This design comes from an exercise in tuning for small area, a short achievable clock period and few clock cycles on the open sky130 flow, not from production work.
The RTL of this run was laid out without a check of its function.
No activity file was given, so power comes from the tool's default toggle rates.

`flow/config.mk`:
```
export PLATFORM = sky130hd
export DESIGN_NAME = RISC_V_Base_data_path
export DESIGN_NICKNAME = RISC_V_Base_data_path
export VERILOG_FILES = /design/flow/design.v
export SDC_FILE = /design/flow/constraint.sdc
export NUM_CORES = 4
export LEC_CHECK = 0
export CAP_MARGIN = 20
export CORE_MARGIN = 2
export CORE_UTILIZATION = 40
export SLEW_MARGIN = 20
```
`flow/constraint.sdc`:
```
create_clock -name core_clock -period 16.0 [get_ports {cpu_clk}]
set_input_delay 3.2000 -clock core_clock [delete_from_list [all_inputs] [get_ports {cpu_clk}]]
set_output_delay 3.2000 -clock core_clock [all_outputs]
set_load 0.01 [all_outputs]
```
`flow/design.v`:
```
`timescale 1ns / 1ps
module RISC_V_Base_data_path(
    input  logic        cpu_clk,
    input  logic        reset,
    output logic [31:0] imem_addr,
    input  logic [31:0] imem_rdata,
    output logic [31:0] dmem_addr,
    output logic [31:0] dmem_wdata,
    output logic [3:0]  dmem_wmask,
    input  logic [31:0] dmem_rdata
);
    logic [31:2] pc;                        
    logic [31:0] ex_a, ex_b, ex_c;          
    logic        ex_fa, ex_fb, ex_fc;       
    logic [2:0]  ex_f3;                     
    logic [2:0]  ex_op;                     
    logic        ex_alt;                    
    logic        ex_cmp;                    
    logic        ex_link;                   
    logic        ex_pred;                   
    logic [4:0]  ex_rd;
    logic        ex_we, ex_ld, ex_st, ex_br, ex_jalr;    
    logic [31:0] mw_x;                      
    logic [31:0] mw_wdata;
    logic [3:0]  mw_wmask;
    logic [4:0]  mw_rd;
    logic        mw_we, mw_ld;
    logic [2:0]  mw_f3;
    logic [31:0] rf [1:31];
    logic [31:0] ins;
    assign ins       = imem_rdata;
    assign imem_addr = {pc, 2'b00};
    logic [4:0] opc, rs1, rs2, rd;
    logic [2:0] f3;
    assign opc = ins[6:2];
    assign rs1 = ins[19:15];
    assign rs2 = ins[24:20];
    assign rd  = ins[11:7];
    assign f3  = ins[14:12];
    logic d_load, d_opimm, d_auipc, d_store, d_op, d_lui, d_br, d_jalr, d_jal;
    assign d_br    =  opc[4] & ~opc[0];
    assign d_jalr  =  opc[4] &  opc[0] & ~opc[1];
    assign d_jal   =  opc[4] &  opc[1];
    assign d_load  = ~opc[4] & ~opc[3] & ~opc[2];
    assign d_store = ~opc[4] &  opc[3] & ~opc[2];
    assign d_opimm = ~opc[4] & ~opc[3] &  opc[2] & ~opc[0];
    assign d_auipc = ~opc[4] & ~opc[3] &  opc[2] &  opc[0];
    assign d_op    = ~opc[4] &  opc[3] &  opc[2] & ~opc[0];
    assign d_lui   = ~opc[4] &  opc[3] &  opc[2] &  opc[0];
    logic use1, use2, wr;
    assign use1 = ~(d_lui | d_auipc | d_jal);
    assign use2 = d_op | d_br | d_store;
    assign wr   = ~(d_br | d_store) & (rd != 5'd0);
    logic [31:0] imm_i, imm_s, imm_u;
    logic [31:2] imm_bj;
    assign imm_i  = {{20{ins[31]}}, ins[31:20]};
    assign imm_s  = {{20{ins[31]}}, ins[31:25], ins[11:7]};
    assign imm_u  = {ins[31:12], 12'b0};
    assign imm_bj = d_jal ? {{12{ins[31]}}, ins[19:12], ins[20], ins[30:22]}
                          : {{20{ins[31]}}, ins[7], ins[30:25], ins[11:9]};
    logic [31:2] pc4, target;
    assign pc4    = pc + 30'd1;
    assign target = pc + imm_bj;
    logic pred;                             
    assign pred = d_jal | (d_br & ins[31]);
    logic [31:0] wb;
    logic [31:0] r1, r2, v1, v2;
    assign r1 = (rs1 == 5'd0) ? 32'b0 : rf[rs1];
    assign r2 = (rs2 == 5'd0) ? 32'b0 : rf[rs2];
    assign v1 = (mw_we && rs1 == mw_rd) ? wb : r1;
    assign v2 = (mw_we && rs2 == mw_rd) ? wb : r2;
    logic stall, redirect, bubble;
    logic [31:2] redirect_pc;
    assign stall  = ex_ld && ((use1 && rs1 == ex_rd) || (use2 && rs2 == ex_rd));
    assign bubble = stall | redirect;
    always_ff @(posedge cpu_clk or posedge reset) begin
        if (reset)
            pc <= 30'h20000000;
        else if (redirect)
            pc <= redirect_pc;
        else if (!stall)
            pc <= pred ? target : pc4;
    end
    always_ff @(posedge cpu_clk or posedge reset) begin
        if (reset) begin
            ex_we <= 1'b0; ex_ld <= 1'b0; ex_st <= 1'b0; ex_br <= 1'b0; ex_jalr <= 1'b0;
        end else begin
            ex_we   <= ~bubble & wr;
            ex_ld   <= ~bubble & d_load & wr;
            ex_st   <= ~bubble & d_store;
            ex_br   <= ~bubble & d_br;
            ex_jalr <= ~bubble & d_jalr;
        end
    end
    always_ff @(posedge cpu_clk) begin
        ex_a    <= d_lui ? 32'b0 : d_auipc ? {pc, 2'b00} : v1;
        ex_b    <= (d_op | d_br) ? v2 : d_store ? imm_s : (d_lui | d_auipc) ? imm_u : imm_i;
        ex_c    <= d_store ? v2 : {((d_br & ~pred) ? target : pc4), 2'b00};
        ex_fa   <= use1 & ex_we & (rs1 == ex_rd);
        ex_fb   <= (d_op | d_br) & ex_we & (rs2 == ex_rd);
        ex_fc   <= d_store & ex_we & (rs2 == ex_rd);
        ex_f3   <= f3;
        ex_op   <= (d_op | d_opimm) ? f3 : 3'b000;
        ex_alt  <= ins[30] & (d_op | (d_opimm & f3 == 3'b101));
        ex_cmp  <= d_br | ((d_op | d_opimm) & f3[2:1] == 2'b01) | (d_op & f3 == 3'b000 & ins[30]);
        ex_link <= d_jal | d_jalr;
        ex_pred <= pred;
        ex_rd   <= rd;
    end
    logic [31:0] a, b, c;
    assign a = ex_fa ? mw_x : ex_a;
    assign b = ex_fb ? mw_x : ex_b;
    assign c = ex_fc ? mw_x : ex_c;
    logic [32:0] sum;
    assign sum = {1'b0, a} + {1'b0, ex_cmp ? ~b : b} + {32'b0, ex_cmp};
    logic ltu, lt, eq;
    assign ltu = ~sum[32];
    assign lt  = (a[31] ^ b[31]) ? a[31] : sum[31];
    assign eq  = (a == b);
    logic        shl;
    logic [31:0] sh_in, sh_out, sh_rev;
    logic [32:0] sh_ext;
    assign shl = ~ex_op[2];
    always_comb begin
        for (int i = 0; i < 32; i++) sh_rev[i] = a[31 - i];
    end
    assign sh_in  = shl ? sh_rev : a;
    assign sh_ext = {ex_alt & a[31], sh_in};
    logic [31:0] sh_r;
    assign sh_r = 32'($signed(sh_ext) >>> b[4:0]);
    always_comb begin
        for (int i = 0; i < 32; i++) sh_out[i] = shl ? sh_r[31 - i] : sh_r[i];
    end
    logic [31:0] alu;
    always_comb begin
        case (ex_op)
            3'b000: alu = sum[31:0];
            3'b001: alu = sh_out;
            3'b010: alu = {31'b0, lt};
            3'b011: alu = {31'b0, ltu};
            3'b100: alu = a ^ b;
            3'b101: alu = sh_out;
            3'b110: alu = a | b;
            default: alu = a & b;
        endcase
    end
    logic taken;
    always_comb begin
        case (ex_f3[2:1])
            2'b00:   taken = eq;
            2'b10:   taken = lt;
            default: taken = ltu;
        endcase
        taken = taken ^ ex_f3[0];
    end
    assign redirect    = ex_jalr | (ex_br & (taken ^ ex_pred));
    assign redirect_pc = ex_jalr ? sum[31:2] : c[31:2];
    always_ff @(posedge cpu_clk or posedge reset) begin
        if (reset) begin
            mw_we    <= 1'b0;
            mw_wmask <= 4'b0;
        end else begin
            mw_we    <= ex_we;
            mw_wmask <= ~ex_st ? 4'b0000 :
                        ex_f3[1] ? 4'b1111 :
                        ex_f3[0] ? (sum[1] ? 4'b1100 : 4'b0011) :
                        (4'b0001 << sum[1:0]);
        end
    end
    always_ff @(posedge cpu_clk) begin
        mw_x     <= ex_link ? c : alu;
        mw_wdata <= ex_f3[1] ? c : ex_f3[0] ? {2{c[15:0]}} : {4{c[7:0]}};
        mw_rd    <= ex_rd;
        mw_ld    <= ex_ld;
        mw_f3    <= ex_f3;
    end
    assign dmem_addr  = mw_x;
    assign dmem_wdata = mw_wdata;
    assign dmem_wmask = mw_wmask;
    logic [7:0]  lbyte;
    logic [15:0] lhalf;
    logic [31:0] ldv;
    always_comb begin
        case (mw_x[1:0])
            2'b00:   lbyte = dmem_rdata[7:0];
            2'b01:   lbyte = dmem_rdata[15:8];
            2'b10:   lbyte = dmem_rdata[23:16];
            default: lbyte = dmem_rdata[31:24];
        endcase
        lhalf = mw_x[1] ? dmem_rdata[31:16] : dmem_rdata[15:0];
        case (mw_f3[1:0])
            2'b00:   ldv = {{24{lbyte[7] & ~mw_f3[2]}}, lbyte};
            2'b01:   ldv = {{16{lhalf[15] & ~mw_f3[2]}}, lhalf};
            default: ldv = dmem_rdata;
        endcase
    end
    assign wb = mw_ld ? ldv : mw_x;
    always_ff @(posedge cpu_clk) begin
        if (mw_we) rf[mw_rd] <= wb;
    end
endmodule
```
`flow/run.sh`:
```
#!/bin/bash
# synth_recipe.tcl (not shown) runs the flow's synth.tcl, then flattens the netlist and writes it again
# the make line also repeats each setting of config.mk as NAME=value (left out here)
make -C /OpenROAD-flow-scripts/flow DESIGN_CONFIG=/design/flow/config.mk WORK_HOME=/design/flow/orfs CLKGATE_MAP_FILE= SYNTH_SCRIPT=/design/flow/synth_recipe.tcl finish
```
==> key figures <==
Routing
  • Number of remaining DRC errors: 0
  • Initial drt markers: 5848
  • Vias: around 46000
  • Routed WL per cell: roughly 35 µm
  • WL final: 249.4 mm
  • DR vias/cell: ~6.4
  • Drt first pass iters: 6
  • Count of antenna-violating nets left after detailed routing: 0

Setup path
  • Crit end category: flip-flop
  • CP Cell Sequence: clkdlybuf4s50_1, nand2_1, and2_1, a21o_1, ha_1, nand3_1, nor3b_1, nand3_1, a2111o_1, a21oi_1, nor2_1, o21ai_0, xnor2_1, o21ai_0, a21oi_1
  • Origin of the worst setup path: imem_rdata[6]
  • Critical path class: primary input to flip-flop
  • CP endpoint: ex_c[31]
  • Critical path's slowest cell: clkdlybuf4s50_1
  • Cells on worst reg2reg path: 17
  • Reg-to-Reg Start: ex_fb
  • Crit path DAT: 8.13 ns
  • Flop2flop setup slack: 8.94 ns
  • CP Data Required Time: 16.65 ns
  • Startpoint types: primary input
  • CP max stage delay: about 0.95 ns
  • Crit path max fanout: 14
  • R2r endpoint: pc[30]

STA
  • TNS Setup: 0 ns
  • Slew Limit Fails: 0
  • Fin. Hold Viols: 0
  • Final Setup Violations: 0
  • Unrepaired setup endpoints after global routing: no
  • Worst Skew: ~0.045 ns
  • Period utilization: a little under half
  • Actual slew at the worst max-slew pin: about 1.3 ns
  • Fmax: 0.1338 GHz
  • WHS: 0.4016 ns
  • Shortest period the worst path allows: 7.476 ns
  • Relative slew slack: 12.11%

Yosys
  • Synth Register Bits: 1219
  • Synth Instances: 4759
  • Commonest cells post-synth: 992 x edfxtp_1, 585 x mux4_2, 319 x nor2_1
  • Cell with the most instances after synthesis: edfxtp_1
  • Synthesized area: 66080 µm²
  • Async SR Flop Fraction: 3.281%
  • Synthesis warning total: 1
  • Most used DFF post-synth: edfxtp_1
  • Syn Area/Cell: 13.88 µm²
  • EDFF count, synth: 992
  • Cell taking the most area after synthesis: edfxtp_1
  • Synth unique cells: 89
  • Seq/Total Area, Yosys: between 50 and 60%
  • Area share of the largest cell type after synthesis: ~45%
  • Largest cells by area after synthesis: edfxtp_1 45%, mux4_2 20%, dfxtp_1 5.7%

Die
  • Height of the die: around 410 µm
  • Row count: around 150
  • Die area: 168500 µm²
  • Die width: 410.4 µm
  • Ports: between 150 and 200
  • Core region area: 164400 µm²
  • Starting density of the core: between 40% and 50%

Global route
  • First-pass GRT wire length: around 350 mm
  • Grt total ovfl: 0
  • Overall global routing resource usage: 29.28%
  • Initial antenna violation count: 13
  • Pin count of the biggest net entering global routing: 130
  • Vias in the first global route: 44450

CTS
  • Setup Buffers After CTS: 0
  • Resized cells post-CTS: 0
  • Reg clk slew, reported paths: approximately 0.060 ns
  • Bufs on Longest Clock Path: 3
  • Root Driver: clkbuf_16
  • Worst-Skew Late Latency: 0.80 ns
  • CTS tree: built
  • Clk sinks: 1219
  • Hold buffers post-CTS: 0
  • Inserted Clock Buffers: between 100 and 150
  • CTS H-tree depth: 4

Finish
  • Final core occ: 45.49%
  • Layout cells sized above 1: 21.32%
  • Multi-input gate area: 29940 µm²
  • Sequential cell area: ~35000 µm²
  • Filler cells: 14580
  • Area delta synth->final: 13.21%
  • NumNets Final: 5023

Power
  • VDD IR-drop max: between 0.09 and 0.1 mV
  • Pleak: between 20 and 30 nW
  • PwrDens: between 100 and 150 nW/µm²

Place
  • Detailed placement HPWL: 168.1 mm
  • IO buf count: 161
  • Gpl congestion: slightly above 1

Flow run
  • Max cap viols: 0

Min path
  • Worst hold path class: flip-flop to flip-flop

Outcome
  • Outcome: complete, no violations
## stage by stage
stage	power, mW	instance area, µm²	setup WS (ns)	cells
CTS	10.81	74780	8.693	7127
floorplan	6.051	66080	8.936	4760
global route	11.19	74790	8.335	7127
finish	10.89	74800	8.524	7133
global placement	7.712	70390	7.838	6879
detailed placement	7.719	70400	7.861	6879
## cell type report
cell class	count	area share (%)
clock inverters	72	0.9735
repair buffers	292	3.519
multi-input cells	3032	40.02
inverters	147	0.7377
clock buffers	176	4.879
diodes	6	0.02007
flip-flops and latches	1219	46.19
well taps	2189	3.662
## cell usage in the layout, fill, tap and decap left out, types with 27 or more instances in the layout
cell type        instances
nor3_1                  44
ha_1                   126
inv_1                  140
buf_4                  133
a211oi_1                44
clkbuf_16              138
dfrtp_1                 38
mux2i_1                307
clkdlybuf4s50_1        151
xnor2_1                 84
a21oi_1                308
nand3_1                 39
a21o_1                  54
nor2_4                  33
clkbuf_1                32
mux4_2                 585
clkinv_1                27
xor2_1                  50
a31oi_1                 31
edfxtp_1               992
o22ai_1                 52
o21ai_0                190
nand3b_1                33
dfxtp_1                179
mux2_2                  41
nand2_1                285
nor2_1                 286
## state kept, by name, summed over array words and instances (netlist names), 3 cells and up
signal / count
ex_c: 32
rf: 992
mw_wdata: 32
ex_rd: 5
mw_x: 32
ex_a: 32
mw_wmask: 4
ex_b: 32
ex_op: 3
mw_rd: 5
pc: 30
ex_f3: 3
mw_f3: 3
## critical path, delay by kind of cell
kind            cells  cell delay [ns]
xor+xnor            1             0.14
buf+inv             1             0.95
simple gates        6             1.33
compound gates      6             2.09
fa+ha+maj           1             0.37
## worst min-delay path by stage
stage	startpoint	endpoint	cells after the start
detailed placement	ex_rd[4]	mw_rd[4]	0
finish	ex_rd[4]	mw_rd[4]	0
CTS	ex_rd[4]	mw_rd[4]	0
global route	ex_rd[4]	mw_rd[4]	0
floorplan	ex_f3[0]	mw_f3[0]	0
global placement	ex_rd[4]	mw_rd[4]	0
## power by group
part	total (mW)	switching [mW]	internal, mW
Sequential	4.41	0.404	4.01
Combinational	3.37	2.24	1.13
Clock	3.10	1.36	1.73
Total	10.9	4.01	6.87
## cells by family after synthesis
logic type | after synthesis | share of synthesized area, %
AOI/OAI and AO/OA | 968 | 9.275
xor gates and xnor gates | 134 | 1.776
adders and majority gates | 128 | 2.447
buffers and inverters | 509 | 3.003
DFF | 1219 | 52.26
muxes | 938 | 25.39
other | 1 | 0.005675
and+or+nand+nor | 862 | 5.844
## layer usage
layer  wire length (µm)  part of all wire [%]  vias to the layer above  track usage [%]
met5                 59                 0.024                        -                0
met4              16700                   6.7                       10            17.04
met3              23110                   9.3                      594            6.249
met2             113000                    45                     2515            44.91
met1              96540                    39                    23580            38.46
li1                   -                     -                    19050                -

==> static timing again, ports no longer ideal <==
No port has a modelled driver above. Below, the same layout with a new extraction and two added sets of constraints. Step 1 (the two cells are an assumption about what drives the block):
set clk [get_ports {cpu_clk}]
set_driving_cell -lib_cell sky130_fd_sc_hd__clkbuf_16 $clk
set_driving_cell -lib_cell sky130_fd_sc_hd__buf_2 [delete_from_list [all_inputs] $clk]
Step 2 adds t to the input delays and takes it off the output delays; t is the mean of the earliest and latest rising clock arrival at the registers after step 1. Input paths then give back, and output paths get back, about the clock's delay inside the block. Three values: ideal, step 1, step 2; two values: the first two.
t (ns): 0.866
setup WS [ns]: 8.524 / 8.585 / 7.719
worst setup path after step 2: input to register
After both steps setup and hold are still met in this run. The setup slack of this run moves by +0.061 ns with the drivers and by -0.805 ns with both steps.
